From an optimization exercise on the open Yosys and OpenROAD flow, aimed at small area; shortcuts taken in it are not production practice. RTL that was checked went through simulation tests only; none was proved equivalent to the original. The flow treats the clock pin as an ideal source. Dropping or thinning the clock tree relies on that and would not hold on a real chip. Power and IR drop assume default switching activity.

==> module perceptron_uart, before the edit <==
module perceptron_uart (
    input  wire rst_n,
    input  wire clk,
    input  wire rx,
    output wire tx
);
    reg [4:0] p;                  
    reg [5:0] j;                  
    wire rev_end = (p == 5'd31);
    always @(posedge clk) begin
        p <= p + 5'd1;
        j <= (j == 6'd0) ? 6'd32 : j - 6'd1;
    end
    wire rxs = rx;                
    reg rxm, txm;                 
    reg txq;                      
    reg [2:0] bc;                 
    wire clr = (bc == 3'd6);
    reg [5:0] q;                  
    reg [3:0] k;                  
    reg [1:0] op;                 
    reg bb;                       
    assign tx = txq;
    wire tick = rev_end && (q == 6'd63);
    wire idle = !rxm && !txm;
    wire start = idle && !rxs;
    reg [31:0] wr;
    reg [32:0] ir;
    wire wt = wr[0];
    wire it = ir[32];
    wire [3:0] a = p[3:0];
    wire valid = !j[5] && (j[4] != p[4]);      
    wire [3:0] tgt = {~bc[0], k[2:0]};
    wire sel_in = op[1] & op[0];
    wire [4:0] cmpv = sel_in ? {~j[4], j[3:0]} : p;
    wire hit = (cmpv == {bc[1], tgt}) && !(sel_in && j[5]);
    wire dwin = !k[3] && !bc[2];              
    wire ins = rxm && dwin && hit;
    wire w_in = !clr && ((ins && !op[0]) ? bb : wt);
    wire i_in = !clr && ((ins &&  op[0]) ? bb : it);
    always @(posedge clk) begin
        wr <= {w_in, wr[31:1]};
        ir <= {ir[31:0], i_in};
    end
    reg [4:0] ca, cb;             
    reg cr;                       
    wire a15 = (a == 4'd15);
    wire b15 = (j[3:0] == 4'd15);
    wire pp = (wt & it) ^ (a15 ^ b15);
    wire cst = (p == 5'd1) && j[5];           
    wire inc = valid ? pp : cst;
    wire [4:0] an = ca + {4'd0, inc & !p[4]};
    wire [4:0] bn = cb + {4'd0, inc &  p[4]};
    wire sbit = ca[0] ^ bn[0] ^ cr;           
    wire cout = (ca[0] & bn[0]) | (cr & (ca[0] ^ bn[0]));
    always @(posedge clk) begin
        if (rev_end) begin
            ca <= {1'b0, an[4:1]};
            cb <= {1'b0, bn[4:1]};
            cr <= (j == 6'd29) ? 1'b0 : cout;  
        end else begin
            ca <= an;
            cb <= bn;
        end
    end
    reg sb;
    always @(posedge clk) if (rev_end) sb <= sbit;
    wire [2:0] e = k[2:0];
    wire cbit = (e == 3'd0) ? op[1] :
                (e == 3'd2) || (e == 3'd5) || (e == 3'd6);
    wire expb = op[1] ? (k == 4'd3 || k == 4'd4) : (k == 4'd1);
    always @(posedge clk) begin
        if (start) q <= 6'd44;
        else if (rev_end) q <= (q == 6'd63) ? 6'd25 : q + 6'd1;
        if (start) k <= 4'd14;
        else if (tick) begin
            if ((rxm && k == 4'd7) || (txm && k == 4'd9)) k <= 4'd0;
            else k <= k + 4'd1;
        end
        if (rxm && tick && bc == 3'd7) begin
            if (k == 4'd15) op[0] <= rxs;
            else if (k == 4'd0) op[1] <= rxs;
            else if (k <= 4'd6 && rxs != expb) op <= 2'b00;
        end
        if (rxm) begin
            if (tick) bb <= rxs;
        end else if (txm && !k[3]) begin
            if (bc == 3'd7) bb <= cbit;
            else if (!bc[2]) begin
                if (hit) bb <= wt;
            end else if (hit && j == 6'd29) bb <= sb;
        end
    end
    always @(posedge clk or negedge rst_n) begin
        if (!rst_n) begin
            rxm <= 1'b0;
            txm <= 1'b0;
            txq <= 1'b1;
            bc  <= 3'd6;
        end else begin
            if (tick && rxm && clr) bc <= 3'd7;
            if (start) rxm <= 1'b1;
            if (rxm && tick && k == 4'd7) begin
                rxm <= 1'b0;
                if (bc == 3'd7) begin
                    if (op == 2'b01) begin
                        txm <= 1'b1;
                        txq <= 1'b0;
                    end else if (op[1]) begin
                        bc <= 3'd0;
                    end
                end else if (bc == 3'd3) begin
                    txm <= 1'b1;
                    txq <= 1'b0;
                    bc  <= 3'd7;
                end else begin
                    bc <= bc + 3'd1;
                end
            end
            if (txm && tick) begin
                if (!k[3]) txq <= bb;
                else if (k == 4'd8) txq <= 1'b1;
                else if ((bc == 3'd7 && op[1]) || bc == 3'd5) begin
                    txm <= 1'b0;
                    bc  <= 3'd7;
                end else begin
                    txq <= 1'b0;
                    bc  <= bc + 3'd1;
                end
            end
        end
    end
endmodule
clock: 12.0 ns
lec_check: 0
cap_margin: 20
core_margin: 2
core_utilization: 60
slew_margin: 20
standard.sh (not shown) runs the stock make flow with config.mk's settings and CLKGATE_MAP_FILE= SYNTH_SCRIPT=/design/flow/synth_recipe.tcl, a recipe that flattens the netlist after the stock synthesis.
==> flow/flow/run.sh <==
#!/bin/bash
# Own layout flow: the standard ORFS flow (standard.sh) with three changes:
#  - an area-oriented ABC script for the combinational logic, and adders left
#    to ABC instead of the half/full-adder map (registers are mapped exactly as
#    in the standard synthesis: the dfflibmap step is untouched);
#  - plain buf_1 cells as the port buffers;
#  - a flat clock distribution (mycts.tcl) in place of clock_tree_synthesis:
#    a few clock buffers, all fed straight from the clk port, each driving one
#    group of registers, so every register sees the same buffer delay.
# Every tool's output stays in the ORFS logs under orfs/logs; make's own output
# goes to standard.log.
set -euo pipefail
W=$(pwd)
rm -rf "$W/scripts_mod"
cp -r "$FLOW_HOME/scripts" "$W/scripts_mod"
cp "$W/flow/abc_area.script" "$W/scripts_mod/abc_area.script"
# swap the clock_tree_synthesis call for the flat distribution
sed -i "s|^log_cmd clock_tree_synthesis {\*}\$cts_args|source $W/flow/mycts.tcl|" "$W/scripts_mod/cts.tcl"
grep -q "mycts.tcl" "$W/scripts_mod/cts.tcl"
bash "$W/standard.sh" SCRIPTS_DIR="$W/scripts_mod" ABC_AREA=1 ADDER_MAP_FILE= \
    "BUFFER_PORTS_ARGS=-buffer_cell sky130_fd_sc_hd__buf_1" \
    "MY_CLK_BUF=$(cat "$W/flow/clkbuf.txt")" finish > "$W/standard.log" 2>&1
Other scripts of this flow, unchanged in this note and not shown: flow/flow/abc_area.script, flow/flow/clkbuf.txt, flow/flow/mycts.tcl
Rerun with:
--- a/flow/design.v
+++ b/flow/design.v
@@ -48,26 +48,33 @@
     wire b15 = (j[3:0] == 4'd15);
     wire pp = (wt & it) ^ (a15 ^ b15);
     wire cst = (p == 5'd1) && j[5];           
     wire inc = valid ? pp : cst;
     wire [4:0] an = ca + {4'd0, inc & !p[4]};
     wire [4:0] bn = cb + {4'd0, inc &  p[4]};
-    wire sbit = ca[0] ^ bn[0] ^ cr;           
-    wire cout = (ca[0] & bn[0]) | (cr & (ca[0] ^ bn[0]));
+    wire sbit = an[0] ^ bn[0] ^ cr;
+    wire cout = (an[0] & bn[0]) | (cr & (an[0] ^ bn[0]));
     always @(posedge clk) begin
         if (rev_end) begin
-            ca <= {1'b0, an[4:1]};
-            cb <= {1'b0, bn[4:1]};
+            if (j == 6'd17) begin             
+                ca <= 5'd0;
+                cb <= 5'd0;
+            end else begin
+                ca <= {1'b0, an[4:1]};
+                cb <= {1'b0, bn[4:1]};
+            end
             cr <= (j == 6'd29) ? 1'b0 : cout;  
         end else begin
             ca <= an;
             cb <= bn;
         end
     end
-    reg sb;
-    always @(posedge clk) if (rev_end) sb <= sbit;
+    wire [5:0] rn = {2'b00, ~bc[0], k[2:0]};
+    wire [5:0] jp3 = j + 6'd3;
+    wire rmatch = (jp3[5:4] == 2'b00 && jp3[3:0] == rn[3:0]) ||
+                  (jp3[5:2] == 4'b1000 && rn[3:2] == 2'b00 && rn[1:0] != 2'd3 && jp3[1:0] == rn[1:0] + 2'd1);
     wire [2:0] e = k[2:0];
     wire cbit = (e == 3'd0) ? op[1] :
                 (e == 3'd2) || (e == 3'd5) || (e == 3'd6);
     wire expb = op[1] ? (k == 4'd3 || k == 4'd4) : (k == 4'd1);
     always @(posedge clk) begin
         if (start) q <= 6'd44;
@@ -85,13 +92,13 @@
         if (rxm) begin
             if (tick) bb <= rxs;
         end else if (txm && !k[3]) begin
             if (bc == 3'd7) bb <= cbit;
             else if (!bc[2]) begin
                 if (hit) bb <= wt;
-            end else if (hit && j == 6'd29) bb <= sb;
+            end else if (rev_end && rmatch) bb <= sbit;
         end
     end
     always @(posedge clk or negedge rst_n) begin
         if (!rst_n) begin
             rxm <= 1'b0;
             txm <= 1'b0;
=> Cell count came out higher by 2.2%; flip-flop and latch count came out lower by 1; utilization came out higher by 0.66 points; via count came out higher by 11%; total power came out lower by 0.53%; clock skew barely changes; design area came out higher by 2.2%; setup slack gets worse by 0.015 ns; routed wire length came out higher by 11%; die area came out higher by 2.0%; maximum frequency came out lower by 0.43%; synthesized area came out higher by 2.2%; hold slack gets worse by 0.012 ns.
Only the layout flow was run in the second run of this note; the RTL was not checked for function there. In every run of this note, the design's own scripts or RTL, not TritonCTS, make the clock network.

what the ideal ports hide:
How much do the figures lean on ideal ports? The routed layouts below were timed once more, with nothing changed but the port constraints. Step 1 sets driving cells, clkbuf_16 on the clock port and buf_2 on the other inputs (assumed; they add their load-dependent delay and slew). Step 2 also shifts input and output timing later by t, the mid clock arrival at the registers, as if the neighbouring blocks saw the same clock. Slacks: ideal ports / drivers / drivers and shift; pairs: ideal ports / drivers.
run | t, ns | setup slack, ns | worst hold slack (ns) | worst data-port slew with drivers (ns)
the first run | 0.384 | 8.549 / 8.524 / 8.524 | 0.325 / 0.325 / 0.325 | 0.03
the second run | 0.390 | 8.534 / 8.505 / 8.507 | 0.314 / 0.314 / 0.314 | 0.03
After both steps setup and hold are still met in every run listed. The setup slack of the second run, which loses most, moves by -0.029 ns with the drivers and by -0.027 ns with both steps.
